This is an optimization exercise on Yosys and OpenROAD, whose aim is small area and a short achievable clock period, not a production implementation. Where RTL was checked, it was by simulation tests only, not by an equivalence proof against the original. For runs 1 and 2, only the layout was checked, not whether the RTL still works. Power and IR drop assume default switching activity.

--- flow/config.mk ---
export PLATFORM = sky130hd
export DESIGN_NAME = addmachine
export DESIGN_NICKNAME = addmachine
export VERILOG_FILES = /design/flow/design.v
export SDC_FILE = /design/flow/constraint.sdc
export NUM_CORES = 4
export LEC_CHECK = 0
export ABC_CLOCK_PERIOD_IN_PS = 2800
export CAP_MARGIN = 20
export CELL_PAD_IN_SITES_DETAIL_PLACEMENT = 1
export CELL_PAD_IN_SITES_GLOBAL_PLACEMENT = 2
export CORE_MARGIN = 2
export CORE_UTILIZATION = 30
export PLACE_DENSITY = 0.5
export SETUP_SLACK_MARGIN = 3.2
export SLEW_MARGIN = 20
export SYNTH_HIERARCHICAL = 1
export SYNTH_MINIMUM_KEEP_SIZE = 0
export TNS_END_PERCENT = 5
--- flow/constraint.sdc ---
create_clock -name core_clock -period 6.0 [get_ports {clock}]
set_input_delay 1.2000 -clock core_clock [delete_from_list [all_inputs] [get_ports {clock}]]
set_output_delay 1.2000 -clock core_clock [all_outputs]
set_load 0.01 [all_outputs]
--- flow/design.v ---
module ao3n
    ( input wire a0, input wire s0
    , input wire a1, input wire s1
    , input wire a2, input wire s2
    , output wire yn
    );
assign yn = ~((a0 & s0) | (a1 & s1) | (a2 & s2));
endmodule
module wbit
    ( input wire q
    , input wire d
    , input wire we
    , input wire hold
    , output wire y
    );
assign y = (we & d) | (hold & q);
endmodule
module predec #(parameter W = 2)
    ( input wire[W-1:0] a
    , input wire en
    , output reg[(1<<W)-1:0] p
    , output reg[(1<<W)-1:0] pn
    );
integer k;
always @(*)
    for (k = 0; k < (1 << W); k = k + 1) begin
        p[k]  = en && a == k;
        pn[k] = !(en && a == k);
    end
endmodule
module nor2m (input wire a, input wire b, output wire y);
assign y = ~(a | b);
endmodule
module nand2m (input wire a, input wire b, output wire y);
assign y = ~(a & b);
endmodule
module dec5
    ( input wire[4:0] a
    , input wire en
    , output reg[31:0] y
    );
integer k;
always @(*)
    for (k = 0; k < 32; k = k + 1)
        y[k] = en && a == k;
endmodule
module dec5c
    ( input wire[4:0] a
    , input wire en
    , output wire[31:0] y
    , output wire[31:0] yn
    );
wire [3:0] lo, lon;
wire [7:0] hi, hin;
predec #(.W(2)) pl (.a(a[1:0]), .en(en), .p(lo), .pn(lon));
predec #(.W(3)) ph (.a(a[4:2]), .en(1'b1), .p(hi), .pn(hin));
genvar k;
generate
    for (k = 0; k < 32; k = k + 1) begin : g
        nor2m  u (.a(lon[k % 4]), .b(hin[k / 4]), .y(y[k]));
        nand2m v (.a(lo[k % 4]), .b(hi[k / 4]), .y(yn[k]));
    end
endgenerate
endmodule
module or11n
    ( input wire[10:0] tn
    , output wire y
    );
assign y = ~&tn;
endmodule
module addmachine
    ( input wire clock
    , input wire reset
    , input wire prog_we
    , input wire[4:0] prog_addr
    , input wire[7:0] prog_data
    , output wire[7:0] res
    );
reg [7:0] acc;
reg [7:0] ex;
reg [7:0] opr;
reg       opf;
reg [7:0] fi;
reg       fwd;
reg [4:0] fad;
wire is_loadi = ex[7:4] == 4'b0001;
wire is_addi  = ex[7:4] == 4'b0010;
wire is_load  = ex[7:5] == 3'b101;
wire is_store = ex[7:5] == 3'b110;
wire rd_mem   = ex[7:6] == 2'b10;            
wire keep_acc = ~(is_loadi | is_load);       
wire [7:0] wdata = reset ? prog_data : acc;
wire [4:0] waddr = reset ? prog_addr : ex[4:0];
wire       wen   = reset ? prog_we : is_store;
wire [31:0] we, hold;
dec5c dw (.a(waddr), .en(wen), .y(we), .yn(hold));
wire [7:0] nx    = fwd ? acc : fi;
wire [4:0] oaddr = nx[4:0];
wire       fwd_o = is_store && ex[4:0] == oaddr;
wire       fwd_f = is_store && ex[4:0] == fad;
wire [31:0] sel_op, sel_f;
dec5 dop (.a(oaddr), .en(1'b1), .y(sel_op));
dec5 df  (.a(fad), .en(!reset), .y(sel_f));
reg [7:0] mem [0:31];
wire [7:0] mem0_nxt;
wire [7:0] opr_nxt, fi_nxt;
genvar i, j;
generate
    for (i = 0; i < 32; i = i + 1) begin : m
        wire [7:0] nxt;
        for (j = 0; j < 8; j = j + 1) begin : b
            wbit w (.q(mem[i][j]), .d(wdata[j]), .we(we[i]), .hold(hold[i]), .y(nxt[j]));
        end
        always @(posedge clock)
            mem[i] <= nxt;
    end
    for (j = 0; j < 8; j = j + 1) begin : r
        wire [10:0] to, tf;
        for (i = 0; i < 10; i = i + 1) begin : g
            ao3n uo (.a0(mem[3*i][j]), .s0(sel_op[3*i]), .a1(mem[3*i+1][j]), .s1(sel_op[3*i+1]),
                     .a2(mem[3*i+2][j]), .s2(sel_op[3*i+2]), .yn(to[i]));
            ao3n uf (.a0(mem[3*i][j]), .s0(sel_f[3*i]), .a1(mem[3*i+1][j]), .s1(sel_f[3*i+1]),
                     .a2(mem[3*i+2][j]), .s2(sel_f[3*i+2]), .yn(tf[i]));
        end
        assign to[10] = ~((mem[30][j] & sel_op[30]) | (mem[31][j] & sel_op[31]));
        assign tf[10] = ~((mem[30][j] & sel_f[30]) | (mem[31][j] & sel_f[31])
                          | (reset & mem0_nxt[j]));
        or11n co (.tn(to), .y(opr_nxt[j]));
        or11n cf (.tn(tf), .y(fi_nxt[j]));
    end
endgenerate
assign mem0_nxt = m[0].nxt;
wire [7:0] imm = (is_loadi | is_addi) ? {4'b0000, ex[3:0]} : 8'd0;
wire [7:0] opv = rd_mem ? (opf ? acc : opr) : 8'd0;
wire [7:0] sum = (keep_acc ? acc : 8'd0) + (opv | imm);
always @(posedge clock) begin
    opr <= opr_nxt;
    opf <= fwd_o;
    fi  <= fi_nxt;
    if (reset) begin
        ex  <= 8'd0;
        acc <= 8'd0;
        fwd <= 1'b0;
        fad <= 5'd1;
    end else begin
        ex  <= nx;
        acc <= sum;
        fwd <= (nx[7:5] == 3'b110 && nx[4:0] == fad) || fwd_f;
        fad <= nx[7:5] == 3'b111 ? nx[4:0] : fad + 5'd1;
    end
end
assign res = reset ? 8'd0 : acc;
endmodule
--- flow/flow/run.sh ---
#!/bin/bash
# The standard layout, with two changes: the ports get plain buf_2 buffers
# (which timing repair may resize), and clock tree synthesis adds no dummy
# loads and clusters more flip-flops per leaf buffer.
set -euo pipefail
export BUFFER_PORTS_ARGS="-buffer_cell sky130_fd_sc_hd__buf_2"
export CTS_ARGS="-sink_clustering_enable -repair_clock_nets -buf_list {sky130_fd_sc_hd__clkbuf_4 sky130_fd_sc_hd__clkbuf_8} -sink_clustering_size 14 -sink_clustering_max_diameter 60 -dont_use_dummy_load"
bash standard.sh > standard.log 2>&1
--- flow/standard.sh ---
#!/bin/bash
# synth_recipe.tcl (not shown) runs the flow's synth.tcl, then flattens the netlist and writes it again
# the make line also repeats each setting of config.mk as NAME=value (left out here)
make -C /OpenROAD-flow-scripts/flow DESIGN_CONFIG=/design/flow/config.mk WORK_HOME=/design/flow/orfs CLKGATE_MAP_FILE= SYNTH_SCRIPT=/design/flow/synth_recipe.tcl "${@:-finish}"
==> summary.md, run 1 <==
| Metric | Value |
|---|---|
| Outcome | `timing/DRC/antenna clean` |
| R2R Setup Slk | `3.05 ns` |
| Final Cell Area | `14600 um2` |
| Core Region | `41000 um2` |
| Worst r2r src | `acc[1]` |
| Inserted Clock Buffers | `34` |
| Synth async-reset ratio | `0%` |
| Slowest cell on crit path | `nor2_1` |
| DR vias | `12100` |
| Tcrit/Tclk final | `51.1%` |
| Primary FF master, synth | `dfxtp_1` |
| Worst hold path endpoint | `mem[1][7]` |
| R2R cell count | `7` |
| Cell Chain, Critical Path | `buf_16 > buf_6 > mux2_4 > buf_4 > nand3_1 > nor2_1 > a22o_1` |
| GRT overflow | `0` |
| Placed cell area | `13400 um2` |
| Port buffer count | `23` |
| Critical Path AT | `3.55 ns` |
| Switching Power | `1230 uW` |
| Synth Warn # | `12` |
| Clk sink count | `295` |
| Seq pwr share | `55.2%` |
| Internal power | `2830 uW` |
| RSZ-0062 raised after global routing | `yes` |
| I/O Pins | `24` |
| Post-route ant nets | `0` |
| Sw Share | `30.4%` |
| DP Wirelength | `43700 um` |
| Area Growth Syn to Fin | `16.2%` |
| Clock latency on the worst-skew pair | `0.62 ns` |
| CTS max path bufs | `3` |
| TritonRoute pass-1 iters | `14` |
| Register area share after synthesis | `47.2%` |
| Total power | `4060 uW` |
| Post-Place Setup Slack | `1.50 ns` |
| Hold Path Depth | `1` |
| Die Height | `208 um` |
| Crit path largest cell delay | `0.84 ns` |
| Row cnt | `74` |
| RD Place Congestion | `0.946` |
| Largest net degree at the start of global routing | `33` |
| Total GRT Usage | `28.4%` |
| Final Hold Vio Count | `0` |
| Nets | `1294` |
| Cell taking the most area after synthesis | `dfxtp_1` |
| Gate power share | `14.5%` |
| Cells taking the most area after synthesis | `dfxtp_1, a22o_1, a222oi_1` |
| DIE AREA | `43400 um2` |
| Worst relative slew slack | `37.9%` |
| LEAKAGE | `0.00533 uW` |
| CTS tree | `done` |
| Number of synthesized flops with an enable pin | `0` |
| CTS Hold Bufs | `0` |
| Layout cells sized above 1 | `14.9%` |
| # H-tree levels | `2` |
| Worst Path Required | `6.49 ns` |
| Hold WC Path Type | `reg -> reg` |
| FMAX | `326 MHz` |
| First-pass GRT wire length | `89800 um` |
| Peak supply drop | `130 uV` |
| Actual slew at the worst max-slew pin | `0.927 ns` |
| Final Worst Setup Slack | `2.94 ns` |
| Max cap viols | `0` |
| Most frequent cells in the layout | `dfxtp_1, a22o_1, a222oi_1, nor2_1, buf_4` |
| Crit-path max FO | `8` |
| Most common cell after layout, fill and taps aside | `dfxtp_1` |
| Kind of critical path | `in -> reg` |
| DRT iter0 DRCs | `1935` |
| Crit. End Element | `register` |
| Fin Clk Skew | `0.0801 ns` |
| Clock power share | `30.3%` |
| Die X | `208 um` |
| Post-route DRC | `0` |
| CP Launch Type | `input pin` |
| Root Driver | `clkbuf_8` |
| Initial antenna violation count | `3` |
| Vias in the first global route | `11500` |
| Setup TNS | `0 ns` |
| Reg-to-Reg End | `opr[7]` |
| Vias/cell | `6.71` |
| Power per Cell Area | `279 nW/um2` |
| Clock transition at path regs | `0.07 ns` |
| Avg Cell Area, Syn | `10.8 um2` |
| DR WL/cell | `34.8 um` |
| Synthesized flop and latch total | `295` |
| Count of different cell masters after synthesis | `58` |
| Routed WL | `62600 um` |
| Post-synth top area share | `47.2%` |
| Synthesized instance count | `1164` |
| Starting density of the core | `30.5%` |
| Hold_sp | `mem[1][7]` |
| Final Max Slew Viols | `0` |
| Post-Syn Area | `12500 um2` |
| Final critical-path required period | `3.06 ns` |
| Setup-failing EPs final | `0` |
[state kept, by name, indices dropped and copies added (netlist names)]
name  cells
acc       8
ex        8
fad       5
fi        8
fwd       1
mem     256
opf       1
opr       8
[Yosys stat by module, one instance, submodules excluded, excerpt]
module	area, um2	flip-flops and latches	cells	copies in the design
ao3n	10.0	0	1	160
wbit	8.76	0	1	256
addmachine	7330	295	497	1
nand2m	3.75	0	1	32
dec5	234	0	47	2
nor2m	3.75	0	1	32
or11n	23.8	0	4	16
dec5c	3.75	0	1	1
[power groups by stage]
stage          sequential [uW]  combinational, uW  clock (uW)
5_1_grt                   2250                615        1340
3_3_place_gp              2280                490           0
4_1_cts                   2240                573        1270
3_5_place_dp              2280                495           0
6_report                  2240                588        1230
2_1_floorplan             2200                311           0
[worst max path at each step]
stage | end | from | cells past startpoint
4_1_cts | res[4] | reset | 4
5_1_grt | res[4] | reset | 4
3_5_place_dp | fi[5] | reset | 8
2_1_floorplan | fi[0] | reset | 10
6_report | mem[27][0] | reset | 7
3_3_place_gp | fi[0] | reset | 8
[synthesized netlist by cell type, types with 3 or more instances]
cell and instances:
a211oi_1 6, a21o_1 9, a222oi_1 168, a22o_1 256, a22oi_1 8, and3_1 8
and4b_1 3, and4bb_2 3, buf_1 4, clkbuf_1 15, clkbuf_2 3, dfxtp_1 295
ha_1 8, inv_1 7, mux2_2 6, mux2i_1 16, nand2_1 41, nand2b_1 5
nand3_1 20, nand3b_1 5, nand4_1 38, nand4b_1 9, nand4bb_1 9, nor2_1 115
nor2b_1 12, nor3_1 6, nor3b_1 3, o21a_1 3, o21ai_0 7, o21ai_1 3
o21bai_1 3, or3_1 16, or4b_1 3, xnor2_1 7, xor2_1 12
[kinds of logic (layout without fill, tap and decap cells)]
group	Yosys count	after routing	synth area share (%)
AO/OA/AOI/OAI	472	472	34.1
XOR/XNOR	19	19	1.33
adder cells (fa/ha/maj)	9	9	0.960
buffers and inverters	33	123	1.07
flip-flops	295	295	47.2
multiplexers	24	24	2.00
other	2	16	0.0600
AND/OR/NAND/NOR	310	310	13.3
[through the flow]
| stage | utilization, % | std cells | hold WS (ns) |
|---|---|---|---|
| 2_1_floorplan | - | 1177 | 0.461 |
| 3_3_place_gp | 32.6 | 1717 | 0.478 |
| 3_5_place_dp | 32.6 | 1717 | 0.486 |
| 4_1_cts | 35.3 | 1796 | 0.505 |
| 5_1_grt | 35.5 | 1799 | 0.517 |
| 6_report | 35.5 | 1800 | 0.506 |
[worst max-delay path: cells and delay by family]
family / cells / cell delay (ns)
AOI/OAI and AO/OA: 1 / 0.25
buffers and inverters: 3 / 0.37
muxes: 1 / 0.23
and+or+nand+nor: 2 / 1.49
[area by class of cell]
| cell class | count | area, um2 |
|---|---|---|
| diodes | 1 | 2.50 |
| clock buffers | 34 | 468 |
| fillers | 4513 | 26500 |
| inverters | 8 | 33.8 |
| multi-input cells | 849 | 6800 |
| flip-flops and latches | 295 | 5910 |
| well taps | 532 | 666 |
| repair buffers | 81 | 672 |
[routing by layer]
metal | GRT usage, % | wire length, um | vias to the layer above
met5 | 0 | 13 | -
li1 | - | - | 5190
met3 | 4.02 | 4510 | 113
met4 | 9.30 | 2020 | 2
met2 | 44.0 | 27100 | 615
met1 | 40.4 | 28900 | 6166
[what timing repair did]
action | CTS | global route
setup buffers | 42 | 3
gates cloned | 3 | 0
endpoints found under the setup margin | 282 | 151
resized for setup | 67 | 9
pin swaps | 24 | 2
==> inputs of run 2 (changes only) <==
--- a/flow/config.mk
+++ b/flow/config.mk
@@ -13,7 +13,7 @@
 export CORE_UTILIZATION = 30
 export PLACE_DENSITY = 0.5
-export SETUP_SLACK_MARGIN = 3.2
+export SETUP_SLACK_MARGIN = 3.4
 export SLEW_MARGIN = 20
 export SYNTH_HIERARCHICAL = 1
 export SYNTH_MINIMUM_KEEP_SIZE = 0
-export TNS_END_PERCENT = 5
+export TNS_END_PERCENT = 20
==> summary.md, run 2 <==
| Metric | Value |
|---|---|
| Core Region | `41000 um2 (unchanged)` |
| Synth Warn # | `12 (unchanged)` |
| Vias in the first global route | `11800 (+2.2%)` |
| Fillers | `4531 (+0.40%)` |
| Most common cell after layout, fill and taps aside | `dfxtp_1` |
| Post-Place Setup Slack | `1.28 ns (-0.219 ns)` |
| GRT overflow | `0 (unchanged)` |
| RSZ-0062 raised after global routing | `yes` |
| R2R cell count | `8 (+1)` |
| Number of synthesized flops with an enable pin | `0 (unchanged)` |
| Vias/cell | `6.75 (+0.60%)` |
| Crit. End Element | `register` |
| Crit path largest cell delay | `0.40 ns (-0.44 ns)` |
| Final critical-path required period | `3.06 ns (-0.00164 ns)` |
| Die Height | `208 um (unchanged)` |
| Post-synth top cells | `dfxtp_1, a22o_1, a222oi_1, nor2_1, nand2_1` |
| Routed WL | `63600 um (+1.7%)` |
| Setup-failing EPs final | `0 (unchanged)` |
| TritonRoute pass-1 iters | `14 (unchanged)` |
| Delay-heaviest family, CP | `simple AND/OR/NAND/NOR gates` |
| Clk sink count | `295 (unchanged)` |
| Root Driver | `clkbuf_8` |
| Largest register FFs | `256 (unchanged)` |
| Starting density of the core | `30.5% (unchanged)` |
| Nets | `1308 (+1.1%)` |
| Top-count cell post-synth | `dfxtp_1` |
| Post-route ant nets | `0 (unchanged)` |
| Row cnt | `74 (unchanged)` |
| Post-route DRC | `0 (unchanged)` |
| First-pass GRT wire length | `91500 um (+1.9%)` |
| Fin util | `36.7% (+1.2 points)` |
| DP Wirelength | `44100 um (+0.87%)` |
| Post-synth top area share | `47.2% (unchanged)` |
| Register with the most flip-flops | `mem` |
| Inserted Clock Buffers | `35 (+2.9%)` |
| Largest net degree at the start of global routing | `33 (unchanged)` |
| Outcome | `timing/DRC/antenna clean` |
| Crit. path cell count | `8 (+1)` |
| Area Growth Syn to Fin | `20.2%` |
| Crit-path max FO | `8 (unchanged)` |
| Fin Clk Skew | `0.0629 ns (-0.0172 ns)` |
| DR WL/cell | `35.1 um (+0.91%)` |
| Hold WC Path Type | `reg -> reg` |
| Final Max Slew Viols | `0 (unchanged)` |
| Avg Cell Area, Syn | `10.8 um2 (unchanged)` |
| Setup TNS | `0 ns (unchanged)` |
| Final Hold Vio Count | `0 (unchanged)` |
| Synthesized instance count | `1164 (unchanged)` |
| Initial antenna violation count | `3 (unchanged)` |
| Port buffer count | `23 (unchanged)` |
| CTS max path bufs | `3 (unchanged)` |
| Count of different cell masters after synthesis | `58 (unchanged)` |
| CTS tree | `done` |
| Synthesized flop and latch total | `295 (unchanged)` |
| Hold Path Depth | `1 (unchanged)` |
| Buffer and inverter count on the worst path | `1 (-2)` |
| Total GRT Usage | `28.8% (+0.47 points)` |
| FMAX | `327 MHz (about the same)` |
| Cell Chain, Critical Path | `buf_16 > mux2_4 > nor4b_4 > nand2_2 > a22o_1 > a222oi_1 > nand3_2 > or3_1` |
| Final Worst Setup Slack | `2.94 ns (+0.00164 ns)` |
| Layout cells sized above 1 | `18.6% (+3.7 points)` |
| RD Place Congestion | `0.902 (-4.7%)` |
| DRT iter0 DRCs | `1957 (+1.1%)` |
| Power per Cell Area | `275 nW/um2 (-1.6%)` |
| LEAKAGE | `0.00541 uW (+1.4%)` |
| Worst Path Required | `6.47 ns (-0.02 ns)` |
| Post-Syn Area | `12500 um2 (unchanged)` |
| Slowest cell on crit path | `or3_1` |
| Primary FF master, synth | `dfxtp_1` |
| Max cap viols | `0 (unchanged)` |
| Peak supply drop | `141 uV (+8.3%)` |
| Register area share after synthesis | `47.2% (unchanged)` |
| Worst relative slew slack | `37.2% (-0.74 points)` |
| Die X | `208 um (unchanged)` |
| Critical Path AT | `3.53 ns (-0.02 ns)` |
| DIE AREA | `43400 um2 (unchanged)` |
| Synth async-reset ratio | `0% (unchanged)` |
| Tcrit/Tclk final | `51.0% (about the same)` |
| Most frequent cells in the layout | `dfxtp_1, a22o_1, a222oi_1, nor2_1, buf_4` |
| Kind of critical path | `in -> reg` |
| CP Launch Type | `input pin` |
| Clock latency on the worst-skew pair | `0.63 ns (about the same)` |
| # H-tree levels | `2 (unchanged)` |
| I/O Pins | `24 (unchanged)` |
| Actual slew at the worst max-slew pin | `0.938 ns (+0.0110 ns)` |
| Hold WS | `0.505 ns (-0.000938 ns)` |
| Total power | `4130 uW (+1.8%)` |
| Cells taking the most area after synthesis | `dfxtp_1, a22o_1, a222oi_1` |
| Cell taking the most area after synthesis | `dfxtp_1` |
| DR vias | `12300 (+1.4%)` |
| Clock transition at path regs | `0.09 ns (+0.02 ns)` |
[run 2: path summary, 6_finish.rpt]
check / slack (ns) / startpoint / to
hold reg to reg: 0.51 / mem[24][2] / mem[24][2]
setup / recovery: 2.94 / reset / fi[5]
hold / removal: 0.51 / mem[24][2] / mem[24][2]
setup reg to reg: 3.05 / fwd / opr[3]
[run 2: metrics by stage]
step	cell area, um2	std cells
2_1_floorplan	12700	1177
3_3_place_gp	13400	1716
3_5_place_dp	13400	1716
4_1_cts	14800	1801
5_1_grt	15000	1813
6_report	15000	1814
[run 2: final cells by class]
| cell class | count | area (um2) | area share, % |
|---|---|---|---|
| Antenna cell | 1 | 2.50 | 0.0166 |
| Sequential cell | 295 | 5910 | 39.3 |
| Clock buffer | 35 | 482 | 3.20 |
| Timing Repair Buffer | 94 | 893 | 5.94 |
| Multi-Input combinational cell | 849 | 7050 | 46.9 |
| Tap cell | 532 | 666 | 4.42 |
| Inverter | 8 | 40.0 | 0.266 |
[run 2: cell families after synthesis]
| family | after synthesis | synth area share (%) |
|---|---|---|
| XOR/XNOR | 19 | 1.33 |
| buffers and inverters | 33 | 1.07 |
| AO/OA/AOI/OAI | 472 | 34.1 |
| other | 2 | 0.0600 |
| flip-flops | 295 | 47.2 |
| multiplexers | 24 | 2.00 |
| AND/OR/NAND/NOR | 310 | 13.3 |
| adder cells (fa/ha/maj) | 9 | 0.960 |
[run 2: Yosys stat by module, one instance, submodules excluded, a selection]
module / flip-flops and latches / cell area, um2 / copies in the design / cells inside
ao3n: 0 / 10.0 / 160 / 1
dec5: 0 / 234 / 2 / 47
wbit: 0 / 8.76 / 256 / 1
or11n: 0 / 23.8 / 16 / 4
nor2m: 0 / 3.75 / 32 / 1
nand2m: 0 / 3.75 / 32 / 1
[run 2: report_power, final]
part           switching, uW  leakage [uW]  internal, uW  total, uW
Sequential               160       0.00239          2090       2250
Combinational            371       0.00276           253        625
Clock                    737      0.000252           520       1260
[run 2: metal layers]
metal	track usage (%)	vias to the layer above	share of wire, %
li1	-	5218	-
met1	39.5	6363	45
met2	46.5	564	45
met3	5.03	106	6.8
met4	8.09	2	2.9
met5	0	-	0.020
[run 2: repair_timing]
| item | CTS | global route |
|---|---|---|
| endpoints found under the hold margin | 0 | 0 |
| gates cloned | 4 | 0 |
| setup endpoints to repair | 284 | 177 |
| pin swaps | 54 | 28 |
| hold buffers | 0 | 0 |
| buffers inserted | 46 | 12 |
| gates resized for setup | 110 | 29 |
==> inputs of run 3 (changes only) <==
--- a/flow/design.v
+++ b/flow/design.v
@@ -16,15 +16,27 @@
 assign y = (we & d) | (hold & q);
 endmodule
-module predec #(parameter W = 2)
-    ( input wire[W-1:0] a
+module predec2
+    ( input wire[1:0] a
     , input wire en
-    , output reg[(1<<W)-1:0] p
-    , output reg[(1<<W)-1:0] pn
+    , output reg[3:0] p
+    , output reg[3:0] pn
     );
 integer k;
 always @(*)
-    for (k = 0; k < (1 << W); k = k + 1) begin
+    for (k = 0; k < 4; k = k + 1) begin
         p[k]  = en && a == k;
         pn[k] = !(en && a == k);
+    end
+endmodule
+module predec3
+    ( input wire[2:0] a
+    , output reg[7:0] p
+    , output reg[7:0] pn
+    );
+integer k;
+always @(*)
+    for (k = 0; k < 8; k = k + 1) begin
+        p[k]  = a == k;
+        pn[k] = a != k;
     end
 endmodule
@@ -36,4 +48,13 @@
 endmodule
 module dec5
+    ( input wire[4:0] a
+    , output reg[31:0] y
+    );
+integer k;
+always @(*)
+    for (k = 0; k < 32; k = k + 1)
+        y[k] = a == k;
+endmodule
+module dec5e
     ( input wire[4:0] a
     , input wire en
@@ -53,6 +74,6 @@
 wire [3:0] lo, lon;
 wire [7:0] hi, hin;
-predec #(.W(2)) pl (.a(a[1:0]), .en(en), .p(lo), .pn(lon));
-predec #(.W(3)) ph (.a(a[4:2]), .en(1'b1), .p(hi), .pn(hin));
+predec2 pl (.a(a[1:0]), .en(en), .p(lo), .pn(lon));
+predec3 ph (.a(a[4:2]), .p(hi), .pn(hin));
 genvar k;
 generate
@@ -100,6 +121,6 @@
 wire       fwd_f = is_store && ex[4:0] == fad;
 wire [31:0] sel_op, sel_f;
-dec5 dop (.a(oaddr), .en(1'b1), .y(sel_op));
-dec5 df  (.a(fad), .en(!reset), .y(sel_f));
+dec5  dop (.a(oaddr), .y(sel_op));
+dec5e df  (.a(fad), .en(!reset), .y(sel_f));
 reg [7:0] mem [0:31];
 wire [7:0] mem0_nxt;
--- a/flow/config.mk
+++ b/flow/config.mk
@@ -11,9 +11,9 @@
 export CELL_PAD_IN_SITES_GLOBAL_PLACEMENT = 2
 export CORE_MARGIN = 2
-export CORE_UTILIZATION = 30
-export PLACE_DENSITY = 0.5
-export SETUP_SLACK_MARGIN = 3.4
+export CORE_UTILIZATION = 45
+export PLACE_DENSITY = 0.65
+export SETUP_SLACK_MARGIN = 3.2
 export SLEW_MARGIN = 20
 export SYNTH_HIERARCHICAL = 1
 export SYNTH_MINIMUM_KEEP_SIZE = 0
-export TNS_END_PERCENT = 20
+export TNS_END_PERCENT = 5
==> summary.md, run 3 <==
| Metric | Value |
|---|---|
| Row cnt | `60 (-19%)` |
| Cells taking the most area after synthesis | `dfxtp_1, a22o_1, a222oi_1` |
| CTS max path bufs | `3 (unchanged)` |
| Number of synthesized flops with an enable pin | `0 (unchanged)` |
| Avg Cell Area, Syn | `10.7 um2 (-0.11%)` |
| Die X | `170 um (-18%)` |
| GRT overflow | `0 (unchanged)` |
| Synthesized flop and latch total | `295 (unchanged)` |
| Port buffer count | `23 (unchanged)` |
| Hold_sp | `mem[3][1]` |
| Dpl cells | `1541 (-10%)` |
| CP Launch Point | `reset` |
| Peak supply drop | `200 uV (+42%)` |
| I/O Pins | `24 (unchanged)` |
| Final Max Slew Viols | `0 (unchanged)` |
| Crit-path max FO | `13 (+5)` |
| Setup-failing EPs final | `0 (unchanged)` |
| Largest net degree at the start of global routing | `33 (unchanged)` |
| GRT Max-Usage Layer | `met2` |
| Fraction of met1 tracks used by global routing | `50.4% (+11 points)` |
| CTS tree | `done` |
| Cell Count, Final, Fillers Out | `1594 (-12%)` |
| Post-synth top cells | `dfxtp_1, a22o_1, a222oi_1, nor2_1, nand2_1` |
| DR vias | `12000 (-2.4%)` |
| Outcome | `timing/DRC/antenna clean` |
| Primary FF master, synth | `dfxtp_1` |
| Fillers | `2938 (-35%)` |
| Kind of critical path | `in -> reg` |
| Worst r2r src | `fad[0]` |
| DP Wirelength | `35800 um (-19%)` |
| Register with the most flip-flops | `mem` |
| Post-Syn Area | `12500 um2 (-0.37%)` |
| Most common cell after layout, fill and taps aside | `dfxtp_1` |
| Post-route ant nets | `0 (unchanged)` |
| Worst relative slew slack | `43.0% (+5.8 points)` |
| Core Region | `27100 um2 (-34%)` |
| Hold WC Path Type | `reg -> reg` |
| DIE AREA | `29100 um2 (-33%)` |
| Clock latency on the worst-skew pair | `0.62 ns (about the same)` |
| Clock transition at path regs | `0.09 ns (about the same)` |
| Nets | `1248 (-4.6%)` |
| RD Place Congestion | `0.966 (+7.2%)` |
| Post-synth top area share | `47.4% (+0.18 points)` |
| Vias in the first global route | `11400 (-3.4%)` |
| Layout cells sized above 1 | `10.9% (-7.7 points)` |
| Register area | `5910 um2 (about the same)` |
| Final critical-path required period | `3.02 ns (-0.0391 ns)` |
| Area Growth Syn to Fin | `11.7%` |
| Register area share after synthesis | `47.4% (+0.18 points)` |
| Post-route DRC | `0 (unchanged)` |
| CP Launch Type | `input pin` |
| Die Height | `170 um (-18%)` |
| Worst Path Required | `6.56 ns (+0.09 ns)` |
| Root Driver | `clkbuf_8` |
| First-pass GRT wire length | `77300 um (-16%)` |
| Final Hold Vio Count | `0 (unchanged)` |
| Actual slew at the worst max-slew pin | `0.852 ns (-0.0863 ns)` |
| Max cap viols | `0 (unchanged)` |
| Count of different cell masters after synthesis | `56 (-3.4%)` |
| Hold WS | `0.509 ns (+0.00315 ns)` |
| Clk sink count | `295 (unchanged)` |
| Area of the multi-input gates | `6650 um2 (-5.6%)` |
| DR WL/cell | `33.1 um (-5.6%)` |
| Total GRT Usage | `35.8% (+7.0 points)` |
| Cell taking the most area after synthesis | `dfxtp_1` |
| Synthesized instance count | `1161 (-0.26%)` |
| M2 GR Usage | `53.8% (+7.3 points)` |
| Initial antenna violation count | `3 (unchanged)` |
| Inserted Clock Buffers | `28 (-20%)` |
| Starting density of the core | `46.0% (+16 points)` |
| Most frequent cells in the layout | `dfxtp_1, a22o_1, a222oi_1, nor2_1, nand2_1` |
| Fin Clk Skew | `0.0665 ns (+0.00361 ns)` |
| Power per Cell Area | `314 nW/um2 (+14%)` |
| Synth Warn # | `13 (+1)` |
| Tcrit/Tclk final | `50.4% (-0.65 points)` |
| Routed WL | `52800 um (-17%)` |
| Synth async-reset ratio | `0% (unchanged)` |
| Met3 usage | `6.47% (+1.4 points)` |
| RSZ-0062 raised after global routing | `yes` |
| # H-tree levels | `1 (-1)` |
| TritonRoute pass-1 iters | `13 (-1)` |
| Vias/cell | `7.50 (+11%)` |
| Largest register FFs | `256 (unchanged)` |
| Setup TNS | `0 ns (unchanged)` |
| Critical Path AT | `3.59 ns (+0.06 ns)` |
| LEAKAGE | `0.00516 uW (-4.6%)` |
| DRT iter0 DRCs | `2291 (+17%)` |
| FMAX | `331 MHz (+1.3%)` |
| Crit. End Element | `register` |
| Top-count cell post-synth | `dfxtp_1` |
[run 3: layer usage]
layer | vias to the layer above | routed length [um]
met5 | - | 27
met2 | 748 | 22800
met4 | 4 | 2550
met1 | 5963 | 22100
met3 | 151 | 5360
li1 | 5094 | -
[run 3: timing repair]
action                                  in CTS  in global routing
gates resized for setup                     42                  5
pin swaps                                   20                  8
hold buffers                                 0                  0
endpoints found under the setup margin     282                175
setup buffers                               17                  4
cloned                                       3                  0
[run 3: worst paths after layout]
check | end | slack (ns) | cells after the start
min reg2reg | mem[3][1] | 0.51 | 1
min | mem[3][1] | 0.51 | 1
max reg2reg | fi[1] | 3.01 | 5
max | mem[22][6] | 2.98 | 7
[run 3: layout make-up]
type                    instances  area share (%)
diodes                          1          0.0180
clock buffers                  28            2.77
inverters                       8           0.243
multi-input cells             834            47.8
flip-flops and latches        295            42.4
well taps                     372            3.34
repair buffers                 56            3.42
[run 3: critical path: stages]
cell       delay (ns)
buf_12           0.12
bufbuf_16        0.28
o21ai_4          0.18
buf_4            0.15
nand3b_1         0.59
nor2_1           0.79
a22o_1           0.25
[run 3: per-module statistics from Yosys, one instance, submodules excluded, a selection]
module      times used  cells inside  flops+latches
nand2m              32             1              0
or11n               16             4              0
dec5e                1            47              0
dec5                 1            47              0
predec3              1            19              0
predec2              1             8              0
wbit               256             1              0
addmachine           1           496            295
nor2m               32             1              0
ao3n               160             1              0
[run 3: cells by family after synthesis]
kind of cell / synth area share, %
compound gates: 34.2
simple gates: 13.1
flops: 47.4
buf+inv: 1.07
mux: 2.01
xor+xnor: 1.33
fa+ha+maj: 0.963
[run 3: report_power, final]
| group | leakage (uW) | internal (uW) | switching, uW |
|---|---|---|---|
| clock network | 0.000201 | 414 | 663 |
| registers | 0.00240 | 2210 | 251 |
| logic | 0.00255 | 338 | 497 |
[run 3: stage by stage]
| step | total power [uW] | utilization (%) | cell area [um2] | setup WS (ns) |
|---|---|---|---|---|
| after detailed placement | 3240 | 48.2 | 13100 | 1.69 |
| final | 4380 | 51.4 | 13900 | 2.98 |
| after global placement | 3220 | 48.2 | 13100 | 1.70 |
| after global routing | 4530 | 51.4 | 13900 | 2.93 |
| after CTS | 4340 | 51.2 | 13900 | 3.07 |
| after floorplan | 2900 | - | 12600 | 2.79 |
==> inputs of run 4 (changes only) <==
--- a/flow/config.mk
+++ b/flow/config.mk
@@ -11,6 +11,6 @@
 export CELL_PAD_IN_SITES_GLOBAL_PLACEMENT = 2
 export CORE_MARGIN = 2
-export CORE_UTILIZATION = 45
-export PLACE_DENSITY = 0.65
+export CORE_UTILIZATION = 30
+export PLACE_DENSITY = 0.5
 export SETUP_SLACK_MARGIN = 3.2
 export SLEW_MARGIN = 20
==> summary.md, run 4 <==
| Metric | Value |
|---|---|
| Layout cells sized above 1 | `17.4% (+6.5 points)` |
| Clock transition at path regs | `0.08 ns (about the same)` |
| CTS Hold Bufs | `0 (unchanged)` |
| Delay-heaviest family, CP | `simple AND/OR/NAND/NOR gates` |
| Final Max Slew Viols | `0 (unchanged)` |
| Largest register FFs | `256 (unchanged)` |
| Count of different cell masters after synthesis | `56 (unchanged)` |
| Seq pwr share | `53.4% (-2.9 points)` |
| Starting density of the core | `30.5% (-16 points)` |
| GRT overflow | `0 (unchanged)` |
| Synthesized instance count | `1161 (unchanged)` |
| Cell Count, Final, Fillers Out | `1790 (+12%)` |
| Worst Path Required | `6.56 ns (about the same)` |
| Total GRT Usage | `27.3% (-8.5 points)` |
| Largest net degree at the start of global routing | `33 (unchanged)` |
| Post-synth top area share | `47.4% (unchanged)` |
| Post-synthesis mux area share | `2.01% (unchanged)` |
| Synth Area in Compound Gates | `34.2% (unchanged)` |
| Buffer and inverter count on the worst path | `2 (-1)` |
| Actual slew at the worst max-slew pin | `0.967 ns (+0.115 ns)` |
| Top-count cell post-synth | `dfxtp_1` |
| Total power | `4640 uW (+6.1%)` |
| Gate power share | `19.6% (+0.5 points)` |
| Synth Area in Simple Gates | `13.1% (unchanged)` |
| Cell Chain, Critical Path | `buf_16 > buf_12 > mux2_4 > nand3b_1 > nor2_1 > a22o_1` |
| Sw Share | `32.8% (+0.58 points)` |
| Nets | `1283 (+2.8%)` |
| Post-Synth Adder-Cell Area | `0.963% (unchanged)` |
| Tcrit/Tclk final | `49.5% (-0.91 points)` |
| Most common cell after layout, fill and taps aside | `dfxtp_1` |
| DR WL/cell | `33.9 um (+2.4%)` |
| Synth Area in XOR/XNOR | `1.33% (unchanged)` |
| Synth Warn # | `13 (unchanged)` |
| Inserted Clock Buffers | `35 (+25%)` |
| Primary FF master, synth | `dfxtp_1` |
| DR vias | `11800 (-1.1%)` |
| Avg Cell Area, Syn | `10.7 um2 (unchanged)` |
| Core Region | `40900 um2 (+51%)` |
| Main combinational cell family by area after synthesis | `compound AO/OA/AOI/OAI gates` |
| Post-Syn Area | `12500 um2 (unchanged)` |
| CTS tree | `done` |
| Power per Cell Area | `317 nW/um2 (+0.90%)` |
| Vias in the first global route | `11300 (-0.41%)` |
| Cells taking the most area after synthesis | `dfxtp_1, a22o_1, a222oi_1` |
| Post-route DRC | `0 (unchanged)` |
| Kind of critical path | `in -> reg` |
| DIE AREA | `43200 um2 (+49%)` |
| Cell taking the most area after synthesis | `dfxtp_1` |
| Hold WS | `0.505 ns (-0.00354 ns)` |
| Crit. End Element | `register` |
| First-pass GRT wire length | `86700 um (+12%)` |
| LEAKAGE | `0.00536 uW (+3.9%)` |
| RSZ-0062 raised after global routing | `yes` |
| DP Wirelength | `42200 um (+18%)` |
| Outcome | `timing/DRC/antenna clean` |
| TritonRoute pass-1 iters | `12 (-1)` |
| FMAX | `337 MHz (+1.8%)` |
| Internal power | `3120 uW (+5.2%)` |
| Setup-failing EPs final | `0 (unchanged)` |
| CTS max path bufs | `3 (unchanged)` |
| Clock latency on the worst-skew pair | `0.61 ns (about the same)` |
| Final Hold Vio Count | `0 (unchanged)` |
| Number of synthesized flops with an enable pin | `0 (unchanged)` |
| Dpl cells | `1701 (+10%)` |
| Final Cell Area | `14600 um2 (+5.1%)` |
| Final critical-path required period | `2.97 ns (-0.0547 ns)` |
| Synthesized flop and latch total | `295 (unchanged)` |
| Slowest cell on crit path | `nor2_1` |
| Post-route ant nets | `0 (unchanged)` |
| Vias/cell | `6.61 (-12%)` |
| Root Driver | `clkbuf_8` |
| Initial antenna violation count | `3 (unchanged)` |
| Hold WC Path Type | `reg -> reg` |
| CP Launch Type | `input pin` |
| Die X | `208 um (+22%)` |
| Setup TNS | `0 ns (unchanged)` |
| Switching Power | `1520 uW (+8.0%)` |
| Peak supply drop | `140 uV (-30%)` |
| Routed WL | `60700 um (+15%)` |
| Post-synth top cells | `dfxtp_1, a22o_1, a222oi_1, nor2_1, nand2_1` |
| Port buffer count | `23 (unchanged)` |
| Max cap viols | `0 (unchanged)` |
| Register area share after synthesis | `47.4% (unchanged)` |
| I/O Pins | `24 (unchanged)` |
| Placed cell area | `13300 um2 (+1.5%)` |
| RD Place Congestion | `0.847 (-12%)` |
| Fin Clk Skew | `0.0477 ns (-0.0188 ns)` |
| # H-tree levels | `2 (+1)` |
| Register with the most flip-flops | `mem` |
| Clock power share | `27.0% (+2.4 points)` |
| Critical Path AT | `3.52 ns (-0.07 ns)` |
| Crit path largest cell delay | `0.83 ns (+0.04 ns)` |
| Area Growth Syn to Fin | `17.4%` |
| Row cnt | `74 (+23%)` |
| Crit-path max FO | `8 (-5)` |
| Synth async-reset ratio | `0% (unchanged)` |
| Die Height | `208 um (+22%)` |
| DRT iter0 DRCs | `1728 (-25%)` |
| Most frequent cells in the layout | `dfxtp_1, a22o_1, a222oi_1, nor2_1, buf_4` |
| Worst relative slew slack | `35.3% (-7.7 points)` |
| Clk sink count | `295 (unchanged)` |
run 4: cell type report:
cell class | instances | area, um2
inverter | 8 | 38.8
fill | 4521 | 26300
multi-input combinational | 834 | 6790
antenna | 2 | 5.00
tap | 532 | 666
clock buffer | 35 | 482
timing repair buffer | 84 | 747
sequential | 295 | 5910
run 4: cells by family after synthesis:
logic type / after synthesis
AOI/OAI and AO/OA: 472
and+or+nand+nor: 310
DFF: 295
buffers and inverters: 32
muxes: 24
xor gates and xnor gates: 19
adders and majority gates: 9
run 4: final timing paths:
path | start | cells past startpoint | slack (ns) | end
worst min register to register | mem[1][2] | 1 | 0.51 | mem[1][2]
worst max-delay path | reset | 6 | 3.03 | mem[13][2]
worst max register to register | fad[0] | 5 | 3.08 | fi[6]
worst min-delay path | mem[1][2] | 1 | 0.51 | mem[1][2]
run 4: repair_timing:
item                       4_1_cts  5_1_grt
pin swaps                       48        9
resized for setup              102        9
gates cloned                     3        0
setup endpoints to repair      282      196
setup buffers                   40        9
run 4: power by group through the flow:
stage                     registers (uW)  clock network, uW  logic, uW
final                               2480               1250        911
after global routing                2500               1370        965
after CTS                           2470               1310        879
after detailed placement            2500                  0        772
after global placement              2510                  0        762
after floorplan                     2390                  0        509
run 4: metal layers:
layer  track usage (%)  vias to the layer above  share of wire, %
met2              41.9                      524                44
met3              4.92                      119               7.1
met1              38.1                     6033                45
met5                 0                        -             0.015
li1                  -                     5153                 -
met4              10.7                        2               3.9
run 4: through the flow:
step	util [%]	setup WS, ns
floorplan	-	2.79
global placement	32.4	1.54
detailed placement	32.4	1.43
CTS	35.5	3.13
global route	35.8	2.99
finish	35.8	3.03
run 4: modules after synthesis, one instance, submodules excluded, a selection:
| module | times used | cells inside | flops+latches |
|---|---|---|---|
| dec5e | 1 | 47 | 0 |
| predec3 | 1 | 19 | 0 |
| nand2m | 32 | 1 | 0 |
| ao3n | 160 | 1 | 0 |
| or11n | 16 | 4 | 0 |
| dec5 | 1 | 47 | 0 |
| nor2m | 32 | 1 | 0 |
| predec2 | 1 | 8 | 0 |
| addmachine | 1 | 496 | 295 |
| wbit | 256 | 1 | 0 |
==> inputs of run 5 (changes only) <==
--- a/flow/design.v
+++ b/flow/design.v
@@ -56,14 +56,4 @@
         y[k] = a == k;
 endmodule
-module dec5e
-    ( input wire[4:0] a
-    , input wire en
-    , output reg[31:0] y
-    );
-integer k;
-always @(*)
-    for (k = 0; k < 32; k = k + 1)
-        y[k] = en && a == k;
-endmodule
 module dec5c
     ( input wire[4:0] a
@@ -103,5 +93,5 @@
 reg       opf;
 reg [7:0] fi;
-reg       fwd;
+reg       nfi, nacc, nm0;
 reg [4:0] fad;
 wire is_loadi = ex[7:4] == 4'b0001;
@@ -116,13 +106,12 @@
 wire [31:0] we, hold;
 dec5c dw (.a(waddr), .en(wen), .y(we), .yn(hold));
-wire [7:0] nx    = fwd ? acc : fi;
+wire [7:0] nx    = ({8{nfi}} & fi) | ({8{nacc}} & acc) | ({8{nm0}} & mem[0]);
 wire [4:0] oaddr = nx[4:0];
 wire       fwd_o = is_store && ex[4:0] == oaddr;
 wire       fwd_f = is_store && ex[4:0] == fad;
 wire [31:0] sel_op, sel_f;
-dec5  dop (.a(oaddr), .y(sel_op));
-dec5e df  (.a(fad), .en(!reset), .y(sel_f));
+dec5 dop (.a(oaddr), .y(sel_op));
+dec5 df  (.a(fad), .y(sel_f));
 reg [7:0] mem [0:31];
-wire [7:0] mem0_nxt;
 wire [7:0] opr_nxt, fi_nxt;
 genvar i, j;
@@ -145,11 +134,9 @@
         end
         assign to[10] = ~((mem[30][j] & sel_op[30]) | (mem[31][j] & sel_op[31]));
-        assign tf[10] = ~((mem[30][j] & sel_f[30]) | (mem[31][j] & sel_f[31])
-                          | (reset & mem0_nxt[j]));
+        assign tf[10] = ~((mem[30][j] & sel_f[30]) | (mem[31][j] & sel_f[31]));
         or11n co (.tn(to), .y(opr_nxt[j]));
         or11n cf (.tn(tf), .y(fi_nxt[j]));
     end
 endgenerate
-assign mem0_nxt = m[0].nxt;
 wire [7:0] imm = (is_loadi | is_addi) ? {4'b0000, ex[3:0]} : 8'd0;
 wire [7:0] opv = rd_mem ? (opf ? acc : opr) : 8'd0;
@@ -160,13 +147,17 @@
     fi  <= fi_nxt;
     if (reset) begin
-        ex  <= 8'd0;
-        acc <= 8'd0;
-        fwd <= 1'b0;
-        fad <= 5'd1;
+        ex   <= 8'd0;
+        acc  <= 8'd0;
+        nfi  <= 1'b0;
+        nacc <= 1'b0;
+        nm0  <= 1'b1;
+        fad  <= 5'd1;
     end else begin
-        ex  <= nx;
-        acc <= sum;
-        fwd <= (nx[7:5] == 3'b110 && nx[4:0] == fad) || fwd_f;
-        fad <= nx[7:5] == 3'b111 ? nx[4:0] : fad + 5'd1;
+        ex   <= nx;
+        acc  <= sum;
+        nacc <= (nx[7:5] == 3'b110 && nx[4:0] == fad) || fwd_f;
+        nfi  <= !((nx[7:5] == 3'b110 && nx[4:0] == fad) || fwd_f);
+        nm0  <= 1'b0;
+        fad  <= nx[7:5] == 3'b111 ? nx[4:0] : fad + 5'd1;
     end
 end
--- a/flow/config.mk
+++ b/flow/config.mk
@@ -11,6 +11,6 @@
 export CELL_PAD_IN_SITES_GLOBAL_PLACEMENT = 2
 export CORE_MARGIN = 2
-export CORE_UTILIZATION = 30
-export PLACE_DENSITY = 0.5
+export CORE_UTILIZATION = 45
+export PLACE_DENSITY = 0.65
 export SETUP_SLACK_MARGIN = 3.2
 export SLEW_MARGIN = 20
==> summary.md, run 5 <==
| Metric | Value |
|---|---|
| Synth Area in XOR/XNOR | `1.41% (+0.073 points)` |
| Layout cells sized above 1 | `15.4% (-2.0 points)` |
| Number of synthesized flops with an enable pin | `0 (unchanged)` |
| Core Region | `27000 um2 (-34%)` |
| Top-count cell post-synth | `dfxtp_1` |
| Tcrit/Tclk final | `50.1% (+0.58 points)` |
| Sw Share | `33.1% (+0.29 points)` |
| Clock transition at path regs | `0.09 ns (about the same)` |
| Clk sink count | `297 (+0.68%)` |
| DR WL/cell | `34.7 um (+2.3%)` |
| Final critical-path required period | `3.00 ns (+0.0349 ns)` |
| DP Wirelength | `37900 um (-10%)` |
| CP Launch Type | `register` |
| GRT overflow | `0 (unchanged)` |
| Row cnt | `60 (-19%)` |
| Post-synth top area share | `47.8% (+0.43 points)` |
| Register with the most flip-flops | `mem` |
| First-pass GRT wire length | `79600 um (-8.1%)` |
| Post-route ant nets | `0 (unchanged)` |
| Die X | `170 um (-18%)` |
| # H-tree levels | `1 (-1)` |
| Crit-path max FO | `8 (unchanged)` |
| LEAKAGE | `0.00520 uW (-2.9%)` |
| Nets | `1261 (-1.7%)` |
| FMAX | `333 MHz (-1.2%)` |
| Post-Synth Adder-Cell Area | `0.965% (+0.0022 points)` |
| Hold WS | `0.510 ns (+0.00542 ns)` |
| Register area share after synthesis | `47.8% (+0.43 points)` |
| R2R cell count | `8 (+3)` |
| Reg-to-Reg End | `opr[7]` |
| Worst r2r src | `nacc` |
| Crit. End Element | `register` |
| Synth Area in Compound Gates | `34.4% (+0.26 points)` |
| Count of different cell masters after synthesis | `45 (-20%)` |
| Worst relative slew slack | `27.9% (-7.4 points)` |
| Final Hold Vio Count | `0 (unchanged)` |
| RSZ-0062 raised after global routing | `yes` |
| RD Place Congestion | `1.08 (+28%)` |
| Hold WC Path Type | `reg -> reg` |
| CTS tree | `done` |
| Largest register FFs | `256 (unchanged)` |
| Root Driver | `clkbuf_8` |
| Critical Path AT | `3.54 ns (+0.02 ns)` |
| Hold Path Depth | `1 (unchanged)` |
| R2R Setup Slk | `3.00 ns (-0.08 ns)` |
| Synthesized flop and latch total | `297 (+0.68%)` |
| CTS max path bufs | `3 (unchanged)` |
| Post-synthesis mux area share | `1.11% (-0.90 points)` |
| Worst Path Required | `6.53 ns (-0.03 ns)` |
| Most common cell after layout, fill and taps aside | `dfxtp_1` |
| DIE AREA | `29000 um2 (-33%)` |
| Routed WL | `54600 um (-9.9%)` |
| Final Max Slew Viols | `0 (unchanged)` |
| Fin Clk Skew | `0.0519 ns (+0.00419 ns)` |
| Vias/cell | `7.71 (+17%)` |
| Post-Syn Area | `12400 um2 (-0.23%)` |
| Gate power share | `19.8% (+0.2 points)` |
| Primary FF master, synth | `dfxtp_1` |
| I/O Pins | `24 (unchanged)` |
| Internal power | `3020 uW (-3.1%)` |
| Peak supply drop | `187 uV (+33%)` |
| Register area | `5960 um2 (+0.78%)` |
| Max cap viols | `0 (unchanged)` |
| Largest net degree at the start of global routing | `33 (unchanged)` |
| TritonRoute pass-1 iters | `11 (-1)` |
| Die Height | `170 um (-18%)` |
| Post-route DRC | `0 (unchanged)` |
| DRT iter0 DRCs | `2453 (+42%)` |
| Kind of critical path | `reg -> reg` |
| Synth Warn # | `12 (-1)` |
| Vias in the first global route | `11500 (+1.5%)` |
| Seq pwr share | `56.0% (+2.6 points)` |
| Setup TNS | `0 ns (unchanged)` |
| CTS Hold Bufs | `0 (unchanged)` |
| Area Growth Syn to Fin | `12.9%` |
| Area of the multi-input gates | `6690 um2 (-1.5%)` |
| Synth Area in Simple Gates | `13.0% (-0.040 points)` |
| Setup-failing EPs final | `0 (unchanged)` |
| Cells taking the most area after synthesis | `dfxtp_1, a22o_1, a222oi_1` |
| Initial antenna violation count | `1 (-2)` |
| Switching Power | `1500 uW (-1.8%)` |
| Post-synth top cells | `dfxtp_1, a22o_1, a222oi_1, nor2_1, nand2_1` |
| Clock power share | `24.2% (-2.8 points)` |
| Main combinational cell family by area after synthesis | `compound AO/OA/AOI/OAI gates` |
| Port buffer count | `23 (unchanged)` |
| DR vias | `12100 (+2.7%)` |
| Power per Cell Area | `321 nW/um2 (+1.4%)` |
| Clock latency on the worst-skew pair | `0.62 ns (about the same)` |
| Most frequent cells in the layout | `dfxtp_1, a22o_1, a222oi_1, nor2_1, nand2_1` |
| Total GRT Usage | `37.0% (+9.7 points)` |
| Actual slew at the worst max-slew pin | `1.07 ns (+0.106 ns)` |
| Synth async-reset ratio | `0% (unchanged)` |
| Cell taking the most area after synthesis | `dfxtp_1` |
| Starting density of the core | `46.0% (+16 points)` |
| Hold_sp | `mem[10][2]` |
| Worst hold path endpoint | `mem[10][2]` |
| Fillers | `2888 (-36%)` |
| Synthesized instance count | `1163 (+0.17%)` |
| Avg Cell Area, Syn | `10.7 um2 (-0.40%)` |
| Outcome | `timing/DRC/antenna clean` |
| Inserted Clock Buffers | `29 (-17%)` |
-- run 5: changes by cell type in the layout (fill, tap and decap cells not counted), moves of 5 or more --
cell,before,now
nor2_4,4,18
buf_4,49,39
a22oi_1,8,16
and3_1,9,1
inv_1,2,10
or3_1,12,20
and2_1,1,8
clkbuf_8,35,29
nor2_2,37,31
nor2b_4,2,8
or3_4,6,0
mux2i_4,5,0
nor2b_1,9,4
-- run 5: worst max-delay path by stage --
stage                      from          to  cells after the start
after floorplan           reset  mem[10][0]                      6
after global placement    reset   mem[5][3]                      5
after detailed placement  reset   mem[1][7]                      5
after CTS                 reset      res[0]                      4
after global routing       nacc      opr[7]                      7
final                      nacc      opr[7]                      8
-- run 5: what timing repair did --
item | in CTS | in global routing
endpoints found under the setup margin | 154 | 84
gates cloned | 2 | 0
pin swaps | 10 | 18
resized for setup | 35 | 33
setup buffers | 21 | 8
-- run 5: cell type report --
type	instances	share of cell area, %
Clock buffer	29	2.84
Antenna cell	1	0.0178
Sequential cell	297	42.4
Tap cell	341	3.04
Inverter	10	0.267
Timing Repair Buffer	66	3.85
Multi-Input combinational cell	832	47.6
-- run 5: routing by layer --
layer	part of all wire, %	global-route usage (%)	up-vias	wire (um)
met5	0	0	-	0
met4	5.1	15.8	0	2760
met3	9.6	7.26	162	5220
met2	44	57.1	766	23900
met1	42	50.4	6136	22800
li1	-	-	5082	-
-- run 5: power groups by stage --
stage | sequential (uW) | combinational (uW) | clock, uW
3_5_place_dp | 2550 | 779 | 0
4_1_cts | 2510 | 830 | 1100
2_1_floorplan | 2410 | 527 | 0
6_report | 2530 | 895 | 1090
5_1_grt | 2550 | 940 | 1170
3_3_place_gp | 2550 | 757 | 0
-- run 5: metrics by stage --
step / util (%) / worst slack (ns) / cells / power [uW] / instance area (um2)
2_1_floorplan: - / 3.00 / 1163 / 2940 / 12700
3_3_place_gp: 48.7 / 2.35 / 1515 / 3310 / 13100
3_5_place_dp: 48.7 / 2.30 / 1515 / 3330 / 13100
4_1_cts: 51.4 / 3.07 / 1567 / 4440 / 13900
5_1_grt: 52.0 / 3.03 / 1575 / 4660 / 14000
6_report: 52.0 / 3.00 / 1576 / 4520 / 14000
-- run 5: cells by family after synthesis --
| kind of cell | after synthesis |
|---|---|
| and+or+nand+nor | 313 |
| adders and majority gates | 9 |
| AOI/OAI and AO/OA | 477 |
| xor gates and xnor gates | 20 |
| buffers and inverters | 34 |
| DFF | 297 |
| muxes | 13 |
-- run 5: modules after synthesis (local to each module, per instance), a selection --
module      flip-flops and latches  copies in the design  area, um2  cells inside
predec3                          0                     1        158            19
wbit                             0                   256       8.76             1
nand2m                           0                    32       3.75             1
or11n                            0                    16       23.8             4
dec5                             0                     2        221            47
addmachine                     297                     1       7310           498
ao3n                             0                   160       10.0             1
nor2m                            0                    32       3.75             1
predec2                          0                     1       63.8             8
-- run 5: worst max-delay path, stage by stage, from the launching register on --
cell,delay [ns]
dfxtp_4,0.38
a222oi_1,0.47
inv_1,0.20
buf_4,0.20
nand3b_1,0.27
nor2_1,0.71
a222oi_1,0.23
nand3_1,0.31
or3_1,0.17
==> inputs of run 6 (changes only) <==
--- a/flow/config.mk
+++ b/flow/config.mk
@@ -13,7 +13,7 @@
 export CORE_UTILIZATION = 45
 export PLACE_DENSITY = 0.65
-export SETUP_SLACK_MARGIN = 3.2
+export SETUP_SLACK_MARGIN = 3.05
 export SLEW_MARGIN = 20
 export SYNTH_HIERARCHICAL = 1
 export SYNTH_MINIMUM_KEEP_SIZE = 0
-export TNS_END_PERCENT = 5
+export TNS_END_PERCENT = 100
==> summary.md, run 6 <==
| Metric | Value |
|---|---|
| Outcome | `timing/DRC/antenna clean` |
| Worst r2r src | `acc[2]` |
| DR vias | `12000 (-1.3%)` |
| Post-Syn Area | `12400 um2 (unchanged)` |
| DP Wirelength | `37900 um (unchanged)` |
| Max cap viols | `0 (unchanged)` |
| Worst relative slew slack | `28.5% (+0.66 points)` |
| Nets | `1250 (-0.87%)` |
| RD Place Congestion | `1.08 (unchanged)` |
| Clock power share | `24.4% (+0.2 points)` |
| Post-synth top cells | `dfxtp_1, a22o_1, a222oi_1, nor2_1, nand2_1` |
| Top-count cell post-synth | `dfxtp_1` |
| Hold WC Path Type | `reg -> reg` |
| FMAX | `338 MHz (+1.5%)` |
| Synth Warn # | `12 (unchanged)` |
| Tcrit/Tclk final | `49.3% (-0.76 points)` |
| Fin Clk Skew | `0.0523 ns (+0.000401 ns)` |
| Synthesized instance count | `1163 (unchanged)` |
| Largest net degree at the start of global routing | `33 (unchanged)` |
| Internal power | `3000 uW (-0.82%)` |
| Post-route ant nets | `0 (unchanged)` |
| Inserted Clock Buffers | `29 (unchanged)` |
| Count of different cell masters after synthesis | `45 (unchanged)` |
| Cell Count, Final, Fillers Out | `1565 (-0.70%)` |
| Initial antenna violation count | `1 (unchanged)` |
| Die X | `170 um (unchanged)` |
| R2R cell count | `8 (unchanged)` |
| Largest register FFs | `256 (unchanged)` |
| Power per Cell Area | `322 nW/um2 (about the same)` |
| Fin util | `51.4% (-0.54 points)` |
| Setup TNS | `0 ns (unchanged)` |
| Final Cell Area | `13900 um2 (-1.0%)` |
| R2R Setup Slk | `3.04 ns (+0.05 ns)` |
| Post-route DRC | `0 (unchanged)` |
| Worst hold path endpoint | `mem[10][2]` |
| Primary FF master, synth | `dfxtp_1` |
| LEAKAGE | `0.00514 uW (-1.2%)` |
| Die Height | `170 um (unchanged)` |
| First-pass GRT wire length | `79500 um (-0.19%)` |
| Final Max Slew Viols | `0 (unchanged)` |
| Crit-path max FO | `8 (unchanged)` |
| Cell taking the most area after synthesis | `dfxtp_1` |
| Clock latency on the worst-skew pair | `0.63 ns (about the same)` |
| Actual slew at the worst max-slew pin | `1.06 ns (-0.00980 ns)` |
| Total GRT Usage | `36.8% (-0.17 points)` |
| Critical Path AT | `3.43 ns (-0.11 ns)` |
| Avg Cell Area, Syn | `10.7 um2 (unchanged)` |
| Hold Path Depth | `1 (unchanged)` |
| CTS tree | `done` |
| Clk sink count | `297 (unchanged)` |
| Cells taking the most area after synthesis | `dfxtp_1, a22o_1, a222oi_1` |
| Fillers | `2897 (+0.31%)` |
| Area Growth Syn to Fin | `11.7%` |
| Core Region | `27000 um2 (unchanged)` |
| Dpl cells | `1515 (unchanged)` |
| Register with the most flip-flops | `mem` |
| Clock transition at path regs | `0.09 ns (about the same)` |
| Gate power share | `19.0% (-0.8 points)` |
| Placed cell area | `13100 um2 (unchanged)` |
| Root Driver | `clkbuf_8` |
| Crit. End Element | `register` |
| DRT iter0 DRCs | `2632 (+7.3%)` |
| Row cnt | `60 (unchanged)` |
| Port buffer count | `23 (unchanged)` |
| # H-tree levels | `1 (unchanged)` |
| Final critical-path required period | `2.96 ns (-0.0456 ns)` |
| Most frequent cells in the layout | `dfxtp_1, a22o_1, a222oi_1, nor2_1, nand2_1` |
| Synthesized flop and latch total | `297 (unchanged)` |
| Reg-to-Reg End | `opr[4]` |
| DR WL/cell | `34.6 um (-0.17%)` |
| DIE AREA | `29000 um2 (unchanged)` |
| I/O Pins | `24 (unchanged)` |
| Hold_sp | `mem[10][2]` |
| Layout cells sized above 1 | `13.3% (-2.1 points)` |
| Switching Power | `1480 uW (-1.3%)` |
| CTS max path bufs | `3 (unchanged)` |
| TritonRoute pass-1 iters | `14 (+3)` |
| Kind of critical path | `reg -> reg` |
| Seq pwr share | `56.6% (+0.6 points)` |
| Most common cell after layout, fill and taps aside | `dfxtp_1` |
| Number of synthesized flops with an enable pin | `0 (unchanged)` |
| Vias in the first global route | `11400 (-0.76%)` |
| Post-synth top area share | `47.8% (unchanged)` |
| Final Hold Vio Count | `0 (unchanged)` |
| Peak supply drop | `188 uV (+0.55%)` |
| Vias/cell | `7.66 (-0.57%)` |
| GRT overflow | `0 (unchanged)` |
| Starting density of the core | `46.0% (unchanged)` |
| RSZ-0062 raised after global routing | `yes` |
| Worst Path Required | `6.47 ns (-0.06 ns)` |
| Hold WS | `0.512 ns (+0.00197 ns)` |
| Sw Share | `33.0% (-0.11 points)` |
| Routed WL | `54200 um (-0.87%)` |
| Synth async-reset ratio | `0% (unchanged)` |
| CP Launch Type | `register` |
| Setup-failing EPs final | `0 (unchanged)` |
| Register area share after synthesis | `47.8% (unchanged)` |
run 6: what timing repair did:
action | CTS | global route
setup endpoints to repair | 88 | 17
setup buffers | 11 | 7
hold buffers | 0 | 0
pin swaps | 6 | 11
cloned | 2 | 0
resized for setup | 28 | 17
run 6: Yosys stat by module (local to each module, per instance), excerpt:
module | flip-flops and latches | copies in the design | cell area, um2 | cells
predec3 | 0 | 1 | 158 | 19
nor2m | 0 | 32 | 3.75 | 1
predec2 | 0 | 1 | 63.8 | 8
nand2m | 0 | 32 | 3.75 | 1
addmachine | 297 | 1 | 7310 | 498
wbit | 0 | 256 | 8.76 | 1
ao3n | 0 | 160 | 10.0 | 1
dec5 | 0 | 2 | 221 | 47
or11n | 0 | 16 | 23.8 | 4
run 6: worst max path at each step:
stage	startpoint	endpoint	slack, ns
finish	acc[2]	opr[4]	3.04
floorplan	reset	mem[10][0]	3.00
CTS	nacc	opr[7]	3.01
detailed placement	reset	mem[1][7]	2.30
global route	reset	res[0]	3.04
global placement	reset	mem[5][3]	2.35
run 6: cell families (layout without fill, tap and decap cells):
| logic type | after synthesis | after routing | share of synthesized area, % |
|---|---|---|---|
| adders and majority gates | 9 | 9 | 0.965 |
| muxes | 13 | 13 | 1.11 |
| and+or+nand+nor | 313 | 313 | 13.0 |
| DFF | 297 | 297 | 47.8 |
| other | 0 | 1 | 0 |
| buffers and inverters | 34 | 94 | 1.25 |
| xor gates and xnor gates | 20 | 20 | 1.41 |
| AOI/OAI and AO/OA | 477 | 477 | 34.4 |
run 6: metrics by stage:
stage          total power, uW  worst slack, ns
6_report                  4470             3.04
5_1_grt                   4610             3.04
3_5_place_dp              3330             2.30
2_1_floorplan             2940             3.00
4_1_cts                   4420             3.01
3_3_place_gp              3310             2.35
run 6: routing by layer:
| metal | track usage, % | wire, um | vias up |
|---|---|---|---|
| met5 | 0 | 0 | - |
| met4 | 14.9 | 2450 | 0 |
| met3 | 6.07 | 4960 | 141 |
| met2 | 57.3 | 23900 | 715 |
| met1 | 50.8 | 22800 | 6067 |
| li1 | - | - | 5070 |
run 6: final cells by class:
cell class | instances | area [um2] | share of cell area, %
Multi-Input combinational cell | 832 | 6620 | 47.6
Sequential cell | 297 | 5950 | 42.8
Timing Repair Buffer | 55 | 467 | 3.36
Tap cell | 341 | 427 | 3.07
Clock buffer | 29 | 399 | 2.87
Inverter | 10 | 37.5 | 0.270
Antenna cell | 1 | 2.50 | 0.0180
run 6: worst max-delay path, stage by stage, from the launching register on:
cell and delay, ns:
dfxtp_1 0.47, a222oi_1 0.16, buf_4 0.19, inv_1 0.15
or2_2 0.27, nor2_1 0.20, a222oi_1 0.66, nand4_1 0.31
or3_1 0.44
run 6: power groups by stage:
| stage | Clock (uW) | Combinational, uW | Sequential, uW |
|---|---|---|---|
| after floorplan | 0 | 527 | 2410 |
| after global placement | 0 | 757 | 2550 |
| after detailed placement | 0 | 779 | 2550 |
| after CTS | 1100 | 809 | 2510 |
| after global routing | 1170 | 894 | 2550 |
| final | 1090 | 852 | 2530 |

separate check: timing with driven ports:
The results above use ideal ports. As a check the final layouts listed here were re-extracted and re-timed, cells and wires unchanged.
Step 1 assumes that a clkbuf_16 drives the clock port and a buf_2 every other input.
Step 2 also shifts input and output timing later by t, the mid clock arrival at the registers, as if the neighbouring blocks saw the same clock.
a / b / c = ideal / step 1 / step 2; a / b = the first two.
| run | t, ns | setup slack, ns | clock arrival spread, ns |
|---|---|---|---|
| run 1 | 0.638 | 2.936 / 2.863 / 2.225 | 0.080 / 0.080 |
| run 2 | 0.647 | 2.938 / 2.767 / 2.120 | 0.063 / 0.063 |
| run 3 | 0.631 | 2.977 / 2.976 / 2.345 | 0.067 / 0.067 |
| run 4 | 0.647 | 3.032 / 2.912 / 2.265 | 0.047 / 0.048 |
| run 5 | 0.646 | 2.997 / 2.985 / 2.399 | 0.052 / 0.052 |
| run 6 | 0.655 | 3.042 / 2.984 / 2.392 | 0.053 / 0.053 |
After both steps every run listed still meets setup and hold. For run 2, which loses most, drivers alone change the setup slack by -0.171 ns; drivers and shift together by -0.818 ns.
